Source: an optimization exercise on an open RTL-to-GDS flow (aim: small area, a short achievable clock period and few clock cycles). Production flows keep margins and buffers that such runs may drop.
Power is estimated from default activity; no workload was simulated.

==> flow/design.v <==
module axi4_mgr # (
  parameter unsigned AXI4_ADDR_WIDTH    = 32,
  parameter unsigned AXI4_DATA_WIDTH    = 64,
  parameter unsigned AXI_XSIZE         = (AXI4_DATA_WIDTH / 8),
  parameter unsigned DATA_COUNT_WIDTH  =  8
) (
  input  logic                         clk_i,
  input  logic                         rstn_i,
  input  logic [                2-1:0] req_i,
  input  logic [  AXI4_ADDR_WIDTH-1:0] axi_wr_addr_i,
  input  logic [  AXI4_ADDR_WIDTH-1:0] axi_rd_addr_i,
  input  logic                         wr_fifo_gnt_i,
  input  logic                         rd_fifo_req_i,
  input  logic [  AXI4_DATA_WIDTH-1:0] wr_fifo_data_i,
  input  logic [ DATA_COUNT_WIDTH-1:0] wr_data_count_i,
  input  logic [ DATA_COUNT_WIDTH-1:0] rd_data_count_i,
  output logic [                2-1:0] busy_o,    
  output logic [                2-1:0] wr_err_o,  
  output logic [                2-1:0] rd_err_o,  
  output logic                         wr_fifo_req_o,
  output logic                         rd_fifo_gnt_o,
  output logic [  AXI4_DATA_WIDTH-1:0] rd_fifo_data_o,
  output logic [  AXI4_ADDR_WIDTH-1:0] m_axi_aw_addr,
  output logic [                8-1:0] m_axi_aw_len,
  output logic [                3-1:0] m_axi_aw_size,
  output logic [                2-1:0] m_axi_aw_burst,
  output logic                         m_axi_aw_valid,
  input  logic                         m_axi_aw_ready,
  output logic [  AXI4_DATA_WIDTH-1:0] m_axi_w_data,
  output logic [AXI4_DATA_WIDTH/8-1:0] m_axi_w_strb,
  output logic                         m_axi_w_last,
  output logic                         m_axi_w_valid,
  input  logic                         m_axi_w_ready,
  input  logic [                2-1:0] m_axi_b_resp,
  input  logic                         m_axi_b_valid,
  output logic                         m_axi_b_ready,
  output logic [  AXI4_ADDR_WIDTH-1:0] m_axi_ar_addr,
  output logic [                8-1:0] m_axi_ar_len,
  output logic [                3-1:0] m_axi_ar_size,
  output logic [                2-1:0] m_axi_ar_burst,
  output logic                         m_axi_ar_valid,
  input  logic                         m_axi_ar_ready,
  input  logic [  AXI4_DATA_WIDTH-1:0] m_axi_r_data,
  input  logic [                2-1:0] m_axi_r_resp,
  input  logic                         m_axi_r_last,
  input  logic                         m_axi_r_valid,
  output logic                         m_axi_r_ready
);
  localparam int AW = AXI4_ADDR_WIDTH;
  logic          busy_wr_r, aw_valid_r, w_valid_r;
  logic [AW-1:3] aw_addr_r;
  logic [   7:0] aw_len_r;      
  logic [   1:0] wr_err_r;
  logic          w_last_r;      
  logic          busy_rd_r, ar_valid_r;
  logic [AW-1:3] ar_addr_r;
  logic [   7:0] ar_len_r;
  logic [   1:0] rd_err_r;
  logic wr_start, rd_start, w_hs, r_hs;
  assign wr_start = req_i[0] & ~busy_wr_r & (wr_data_count_i != '0);
  assign rd_start = req_i[1] & ~busy_rd_r & (rd_data_count_i != '0);
  assign w_hs     = w_valid_r & m_axi_w_ready;
  assign r_hs     = m_axi_r_valid & rd_fifo_req_i;
  assign busy_o         = {busy_rd_r, busy_wr_r};
  assign wr_err_o       = wr_err_r;
  assign rd_err_o       = rd_err_r;
  assign m_axi_aw_addr  = {aw_addr_r, 3'b000};
  assign m_axi_aw_len   = aw_len_r;
  assign m_axi_aw_size  = $clog2(AXI_XSIZE);
  assign m_axi_aw_burst = 2'b01;
  assign m_axi_aw_valid = aw_valid_r;
  assign m_axi_w_data   = wr_fifo_data_i;
  assign m_axi_w_strb   = '1;
  assign m_axi_w_last   = w_last_r;
  assign m_axi_w_valid  = w_valid_r;
  assign wr_fifo_req_o  = w_hs;
  assign m_axi_b_ready  = 1'b1;
  assign m_axi_ar_addr  = {ar_addr_r, 3'b000};
  assign m_axi_ar_len   = ar_len_r;
  assign m_axi_ar_size  = $clog2(AXI_XSIZE);
  assign m_axi_ar_burst = 2'b01;
  assign m_axi_ar_valid = ar_valid_r;
  assign m_axi_r_ready  = rd_fifo_req_i;
  assign rd_fifo_gnt_o  = r_hs;
  assign rd_fifo_data_o = m_axi_r_data;
  always_ff @(posedge clk_i or negedge rstn_i) begin
    if (~rstn_i) begin
      busy_wr_r  <= 1'b0;
      aw_valid_r <= 1'b0;
      w_valid_r  <= 1'b0;
    end else begin
      if (wr_start) begin
        busy_wr_r  <= 1'b1;
        aw_valid_r <= 1'b1;
      end else if (aw_valid_r) begin
        if (m_axi_aw_ready) begin
          aw_valid_r <= 1'b0;
          w_valid_r  <= 1'b1;
        end
      end else if (w_valid_r) begin
        if (m_axi_w_ready && aw_len_r == '0) w_valid_r <= 1'b0;
      end else if (m_axi_b_valid) begin
        busy_wr_r <= 1'b0;
      end
    end
  end
  always_ff @(posedge clk_i) begin
    if (~busy_wr_r) begin
      aw_addr_r <= axi_wr_addr_i[AW-1:3];
      aw_len_r  <= wr_data_count_i - 8'd1;
      w_last_r  <= (wr_data_count_i == 8'd1);
    end else if (w_hs) begin
      aw_len_r  <= aw_len_r - 8'd1;
      w_last_r  <= (aw_len_r == 8'd1);
    end
  end
  always_ff @(posedge clk_i or negedge rstn_i) begin
    if (~rstn_i) begin
      busy_rd_r  <= 1'b0;
      ar_valid_r <= 1'b0;
    end else begin
      if (rd_start) begin
        busy_rd_r  <= 1'b1;
        ar_valid_r <= 1'b1;
      end else if (ar_valid_r) begin
        if (m_axi_ar_ready) ar_valid_r <= 1'b0;
      end else if (r_hs && m_axi_r_last) begin
        busy_rd_r <= 1'b0;
      end
    end
  end
  always_ff @(posedge clk_i) begin
    if (~busy_rd_r) begin
      ar_addr_r <= axi_rd_addr_i[AW-1:3];
      ar_len_r  <= rd_data_count_i - 8'd1;
    end
  end
  always_ff @(posedge clk_i or negedge rstn_i) begin
    if (~rstn_i) begin
      wr_err_r <= '0;
      rd_err_r <= '0;
    end else begin
      if (~busy_wr_r & req_i[0])   wr_err_r <= '0;
      else if (m_axi_b_resp != '0) wr_err_r <= m_axi_b_resp;
      if (~busy_rd_r & req_i[1])   rd_err_r <= '0;
      else if (m_axi_r_resp != '0) rd_err_r <= m_axi_r_resp;
    end
  end
endmodule
export LEC_CHECK = 0
export CAP_MARGIN = 20
export CORE_AREA = 10 10 190 190
export DIE_AREA = 0 0 200 200
export SLEW_MARGIN = 20
create_clock -name core_clock -period 4.5 [get_ports {clk_i}]
standard.sh (not shown) runs the stock make flow with config.mk's settings and CLKGATE_MAP_FILE= SYNTH_SCRIPT=/design/flow/synth_recipe.tcl, a recipe that flattens the netlist after the stock synthesis.
==> flow/flow/run.sh <==
#!/bin/bash
# Standard ORFS layout, with the port buffers made from the small buf_1 cell
# instead of the delay buffer buffer_ports picks by default.
set -euo pipefail
export BUFFER_PORTS_ARGS="-buffer_cell sky130_fd_sc_hd__buf_1"
bash standard.sh finish > orfs_make.log 2>&1
Rerun with:
--- a/flow/design.v
+++ b/flow/design.v
@@ -51,7 +51,6 @@
   logic [AW-1:3] aw_addr_r;
   logic [   7:0] aw_len_r;      
   logic [   1:0] wr_err_r;
-  logic          w_last_r;      
   logic          busy_rd_r, ar_valid_r;
   logic [AW-1:3] ar_addr_r;
   logic [   7:0] ar_len_r;
@@ -71,7 +70,7 @@
   assign m_axi_aw_valid = aw_valid_r;
   assign m_axi_w_data   = wr_fifo_data_i;
   assign m_axi_w_strb   = '1;
-  assign m_axi_w_last   = w_last_r;
+  assign m_axi_w_last   = (aw_len_r == '0);
   assign m_axi_w_valid  = w_valid_r;
   assign wr_fifo_req_o  = w_hs;
   assign m_axi_b_ready  = 1'b1;
@@ -108,10 +107,8 @@
     if (~busy_wr_r) begin
       aw_addr_r <= axi_wr_addr_i[AW-1:3];
       aw_len_r  <= wr_data_count_i - 8'd1;
-      w_last_r  <= (wr_data_count_i == 8'd1);
     end else if (w_hs) begin
       aw_len_r  <= aw_len_r - 8'd1;
-      w_last_r  <= (aw_len_r == 8'd1);
     end
   end
   always_ff @(posedge clk_i or negedge rstn_i) begin
Final cell count fell by 2.6%. Utilization goes down by 0.34 points. Combinational power rises by about 3%. Synthesized area falls by 3.2%. Wire length goes down by 5.2%. Fmax is lower by 12%. Setup slack gets worse by 0.31 ns. Global-route usage fell by 0.38 points. Sequential power hardly moves. Cell area is lower by 2.3%. Total power increases by 3.9%. Synthesized cell count falls by 5.7%.
No functional check of the RTL was part of any run of this note.

========
axi4_mgr, a different RTL version from the one above (not shown whole).
For scale: about 340 cells after synthesis, roughly 4200 sq um of cells after synthesis.
==> module axi4_mgr, before the edit <==
module axi4_mgr # (
  parameter unsigned AXI4_ADDR_WIDTH    = 32,
  parameter unsigned AXI4_DATA_WIDTH    = 64,
  parameter unsigned AXI_XSIZE         = (AXI4_DATA_WIDTH / 8),
  parameter unsigned DATA_COUNT_WIDTH  =  8
) (
  input  logic                         clk_i,
  input  logic                         rstn_i,
  input  logic [                2-1:0] req_i,
  input  logic [  AXI4_ADDR_WIDTH-1:0] axi_wr_addr_i,
  input  logic [  AXI4_ADDR_WIDTH-1:0] axi_rd_addr_i,
  input  logic                         wr_fifo_gnt_i,
  input  logic                         rd_fifo_req_i,
  input  logic [  AXI4_DATA_WIDTH-1:0] wr_fifo_data_i,
  input  logic [ DATA_COUNT_WIDTH-1:0] wr_data_count_i,
  input  logic [ DATA_COUNT_WIDTH-1:0] rd_data_count_i,
  output logic [                2-1:0] busy_o,    
  output logic [                2-1:0] wr_err_o,  
  output logic [                2-1:0] rd_err_o,  
  output logic                         wr_fifo_req_o,
  output logic                         rd_fifo_gnt_o,
  output logic [  AXI4_DATA_WIDTH-1:0] rd_fifo_data_o,
  output logic [  AXI4_ADDR_WIDTH-1:0] m_axi_aw_addr,
  output logic [                8-1:0] m_axi_aw_len,
  output logic [                3-1:0] m_axi_aw_size,
  output logic [                2-1:0] m_axi_aw_burst,
  output logic                         m_axi_aw_valid,
  input  logic                         m_axi_aw_ready,
  output logic [  AXI4_DATA_WIDTH-1:0] m_axi_w_data,
  output logic [AXI4_DATA_WIDTH/8-1:0] m_axi_w_strb,
  output logic                         m_axi_w_last,
  output logic                         m_axi_w_valid,
  input  logic                         m_axi_w_ready,
  input  logic [                2-1:0] m_axi_b_resp,
  input  logic                         m_axi_b_valid,
  output logic                         m_axi_b_ready,
  output logic [  AXI4_ADDR_WIDTH-1:0] m_axi_ar_addr,
  output logic [                8-1:0] m_axi_ar_len,
  output logic [                3-1:0] m_axi_ar_size,
  output logic [                2-1:0] m_axi_ar_burst,
  output logic                         m_axi_ar_valid,
  input  logic                         m_axi_ar_ready,
  input  logic [  AXI4_DATA_WIDTH-1:0] m_axi_r_data,
  input  logic [                2-1:0] m_axi_r_resp,
  input  logic                         m_axi_r_last,
  input  logic                         m_axi_r_valid,
  output logic                         m_axi_r_ready
);
  localparam int AW = AXI4_ADDR_WIDTH;
  logic          busy_wr_r, aw_valid_r, w_valid_r;
  logic [AW-1:3] aw_addr_r;
  logic [   7:0] aw_len_r;      
  logic [   1:0] wr_err_r;
  logic          w_last_r;      
  logic          busy_rd_r, ar_valid_r;
  logic [AW-1:3] ar_addr_r;
  logic [   7:0] ar_len_r;
  logic [   1:0] rd_err_r;
  logic wr_start, rd_start, w_hs, r_hs;
  assign wr_start = req_i[0] & ~busy_wr_r & (wr_data_count_i != '0);
  assign rd_start = req_i[1] & ~busy_rd_r & (rd_data_count_i != '0);
  assign w_hs     = w_valid_r & m_axi_w_ready;
  assign r_hs     = m_axi_r_valid & rd_fifo_req_i;
  assign busy_o         = {busy_rd_r, busy_wr_r};
  assign wr_err_o       = wr_err_r;
  assign rd_err_o       = rd_err_r;
  assign m_axi_aw_addr  = {aw_addr_r, 3'b000};
  assign m_axi_aw_len   = aw_len_r;
  assign m_axi_aw_size  = $clog2(AXI_XSIZE);
  assign m_axi_aw_burst = 2'b01;
  assign m_axi_aw_valid = aw_valid_r;
  assign m_axi_w_data   = wr_fifo_data_i;
  assign m_axi_w_strb   = '1;
  assign m_axi_w_last   = w_last_r;
  assign m_axi_w_valid  = w_valid_r;
  assign wr_fifo_req_o  = w_hs;
  assign m_axi_b_ready  = 1'b1;
  assign m_axi_ar_addr  = {ar_addr_r, 3'b000};
  assign m_axi_ar_len   = ar_len_r;
  assign m_axi_ar_size  = $clog2(AXI_XSIZE);
  assign m_axi_ar_burst = 2'b01;
  assign m_axi_ar_valid = ar_valid_r;
  assign m_axi_r_ready  = rd_fifo_req_i;
  assign rd_fifo_gnt_o  = r_hs;
  assign rd_fifo_data_o = m_axi_r_data;
  logic wr_s0_r, wr_s1_r;
  assign busy_wr_r  = wr_s0_r | wr_s1_r;
  assign aw_valid_r = wr_s0_r & ~wr_s1_r;
  assign w_valid_r  = wr_s0_r & wr_s1_r;
  always_ff @(posedge clk_i or negedge rstn_i) begin
    if (~rstn_i) begin
      wr_s0_r <= 1'b0;
      wr_s1_r <= 1'b0;
    end else begin
      case ({wr_s1_r, wr_s0_r})
        2'b00: wr_s0_r <= wr_start;
        2'b01: wr_s1_r <= m_axi_aw_ready;
        2'b11: wr_s0_r <= ~(m_axi_w_ready & w_last_r);
        default: wr_s1_r <= ~m_axi_b_valid;
      endcase
    end
  end
  logic [7:0] wcnt_m, wcnt_n;
  logic       wcnt_d;
  assign wcnt_m = busy_wr_r ? aw_len_r : wr_data_count_i;
  assign wcnt_d = ~busy_wr_r | w_hs;
  assign wcnt_n = wcnt_m - {7'd0, wcnt_d};
  always_ff @(posedge clk_i) begin
    if (~busy_wr_r) aw_addr_r <= axi_wr_addr_i[AW-1:3];
    aw_len_r <= wcnt_n;
    if (wcnt_d) w_last_r <= (wcnt_m == 8'd1);
  end
  always_ff @(posedge clk_i or negedge rstn_i) begin
    if (~rstn_i) begin
      busy_rd_r  <= 1'b0;
      ar_valid_r <= 1'b0;
    end else begin
      if (rd_start) begin
        busy_rd_r  <= 1'b1;
        ar_valid_r <= 1'b1;
      end else if (ar_valid_r) begin
        if (m_axi_ar_ready) ar_valid_r <= 1'b0;
      end else if (r_hs && m_axi_r_last) begin
        busy_rd_r <= 1'b0;
      end
    end
  end
  always_ff @(posedge clk_i) begin
    if (~busy_rd_r) begin
      ar_addr_r <= axi_rd_addr_i[AW-1:3];
      ar_len_r  <= rd_data_count_i - 8'd1;
    end
  end
  always_ff @(posedge clk_i or negedge rstn_i) begin
    if (~rstn_i) begin
      wr_err_r <= '0;
      rd_err_r <= '0;
    end else begin
      if (~busy_wr_r & req_i[0])   wr_err_r <= '0;
      else if (m_axi_b_resp != '0) wr_err_r <= m_axi_b_resp;
      if (~busy_rd_r & req_i[1])   rd_err_r <= '0;
      else if (m_axi_r_resp != '0) rd_err_r <= m_axi_r_resp;
    end
  end
endmodule
clock: 4.5 ns
lec_check: 0
cap_margin: 20
core_area: 10 10 190 190
cts_buf_list: sky130_fd_sc_hd__clkbuf_8
die_area: 0 0 200 200
setup_slack_margin: 2.3
slew_margin: 20
==> flow/flow/run.sh <==
#!/bin/bash
set -euo pipefail
export BUFFER_PORTS_ARGS="-buffer_cell sky130_fd_sc_hd__buf_1"
export SKIP_REPAIR_TIE_FANOUT=1
export CTS_ARGS="-sink_clustering_enable -repair_clock_nets -dont_use_dummy_load -buf_list sky130_fd_sc_hd__clkbuf_8"
bash standard.sh finish > orfs_make.log 2>&1
Rerun with:
--- a/flow/design.v
+++ b/flow/design.v
@@ -50,9 +50,8 @@
   logic          busy_wr_r, aw_valid_r, w_valid_r;
   logic [AW-1:3] aw_addr_r;
   logic [   7:0] aw_len_r;      
   logic [   1:0] wr_err_r;
-  logic          w_last_r;      
   logic          busy_rd_r, ar_valid_r;
   logic [AW-1:3] ar_addr_r;
   logic [   7:0] ar_len_r;
   logic [   1:0] rd_err_r;
@@ -70,9 +69,9 @@
   assign m_axi_aw_burst = 2'b01;
   assign m_axi_aw_valid = aw_valid_r;
   assign m_axi_w_data   = wr_fifo_data_i;
   assign m_axi_w_strb   = '1;
-  assign m_axi_w_last   = w_last_r;
+  assign m_axi_w_last   = (aw_len_r == '0);
   assign m_axi_w_valid  = w_valid_r;
   assign wr_fifo_req_o  = w_hs;
   assign m_axi_b_ready  = 1'b1;
   assign m_axi_ar_addr  = {ar_addr_r, 3'b000};
@@ -82,23 +81,27 @@
   assign m_axi_ar_valid = ar_valid_r;
   assign m_axi_r_ready  = rd_fifo_req_i;
   assign rd_fifo_gnt_o  = r_hs;
   assign rd_fifo_data_o = m_axi_r_data;
-  logic wr_s0_r, wr_s1_r;
-  assign busy_wr_r  = wr_s0_r | wr_s1_r;
-  assign aw_valid_r = wr_s0_r & ~wr_s1_r;
-  assign w_valid_r  = wr_s0_r & wr_s1_r;
   always_ff @(posedge clk_i or negedge rstn_i) begin
     if (~rstn_i) begin
-      wr_s0_r <= 1'b0;
-      wr_s1_r <= 1'b0;
+      busy_wr_r  <= 1'b0;
+      aw_valid_r <= 1'b0;
+      w_valid_r  <= 1'b0;
     end else begin
-      case ({wr_s1_r, wr_s0_r})
-        2'b00: wr_s0_r <= wr_start;
-        2'b01: wr_s1_r <= m_axi_aw_ready;
-        2'b11: wr_s0_r <= ~(m_axi_w_ready & w_last_r);
-        default: wr_s1_r <= ~m_axi_b_valid;
-      endcase
+      if (wr_start) begin
+        busy_wr_r  <= 1'b1;
+        aw_valid_r <= 1'b1;
+      end else if (aw_valid_r) begin
+        if (m_axi_aw_ready) begin
+          aw_valid_r <= 1'b0;
+          w_valid_r  <= 1'b1;
+        end
+      end else if (w_valid_r) begin
+        if (m_axi_w_ready && m_axi_w_last) w_valid_r <= 1'b0;
+      end else if (m_axi_b_valid) begin
+        busy_wr_r <= 1'b0;
+      end
     end
   end
   logic [7:0] wcnt_m, wcnt_n;
   logic       wcnt_d;
@@ -107,9 +110,8 @@
   assign wcnt_n = wcnt_m - {7'd0, wcnt_d};
   always_ff @(posedge clk_i) begin
     if (~busy_wr_r) aw_addr_r <= axi_wr_addr_i[AW-1:3];
     aw_len_r <= wcnt_n;
-    if (wcnt_d) w_last_r <= (wcnt_m == 8'd1);
   end
   always_ff @(posedge clk_i or negedge rstn_i) begin
     if (~rstn_i) begin
       busy_rd_r  <= 1'b0;
=> The new run ran to the end with no violations; design area goes down by about 2.6%; utilization goes down by 0.37 points; clock skew is about the same; maximum frequency goes down by about 4%; total power goes down by 12%.
Function was not checked in any run of this note: the RTL went through the layout flow alone.

-- afterwards: timing with drivers on the ports --
The flow's constraints put no driver on any port. The routed layouts listed below were extracted and timed again, unchanged, in two steps. Step 1 assumes that a clkbuf_16 drives the clock port and a buf_2 every other input. Step 2 moves the port delays by t, midway between the first and last clock arrival at a register: inputs arrive t later, outputs are due t later. That takes back most of the time a late clock gives input paths. Three values: no drivers, after step 1, after step 2; two values: the first two.
run	t (ns)	setup WS [ns]	worst hold slack (ns)	worst slew at a driven data input, ns
the first run of note 1	0.381	2.231 / 2.182 / 2.182	0.531 / 0.531 / 0.531	0.19
the second run of note 1	0.372	1.922 / 1.882 / 2.205	0.529 / 0.529 / 0.529	0.18
the first run of note 2	0.380	2.312 / 2.288 / 1.995	0.521 / 0.521 / 0.521	0.18
the second run of note 2	0.377	2.219 / 2.186 / 2.274	0.519 / 0.519 / 0.519	0.23
After both steps every run listed still meets setup and hold. For the first run of note 2, which loses most, drivers alone change the setup slack by -0.024 ns; drivers and shift together by -0.317 ns.
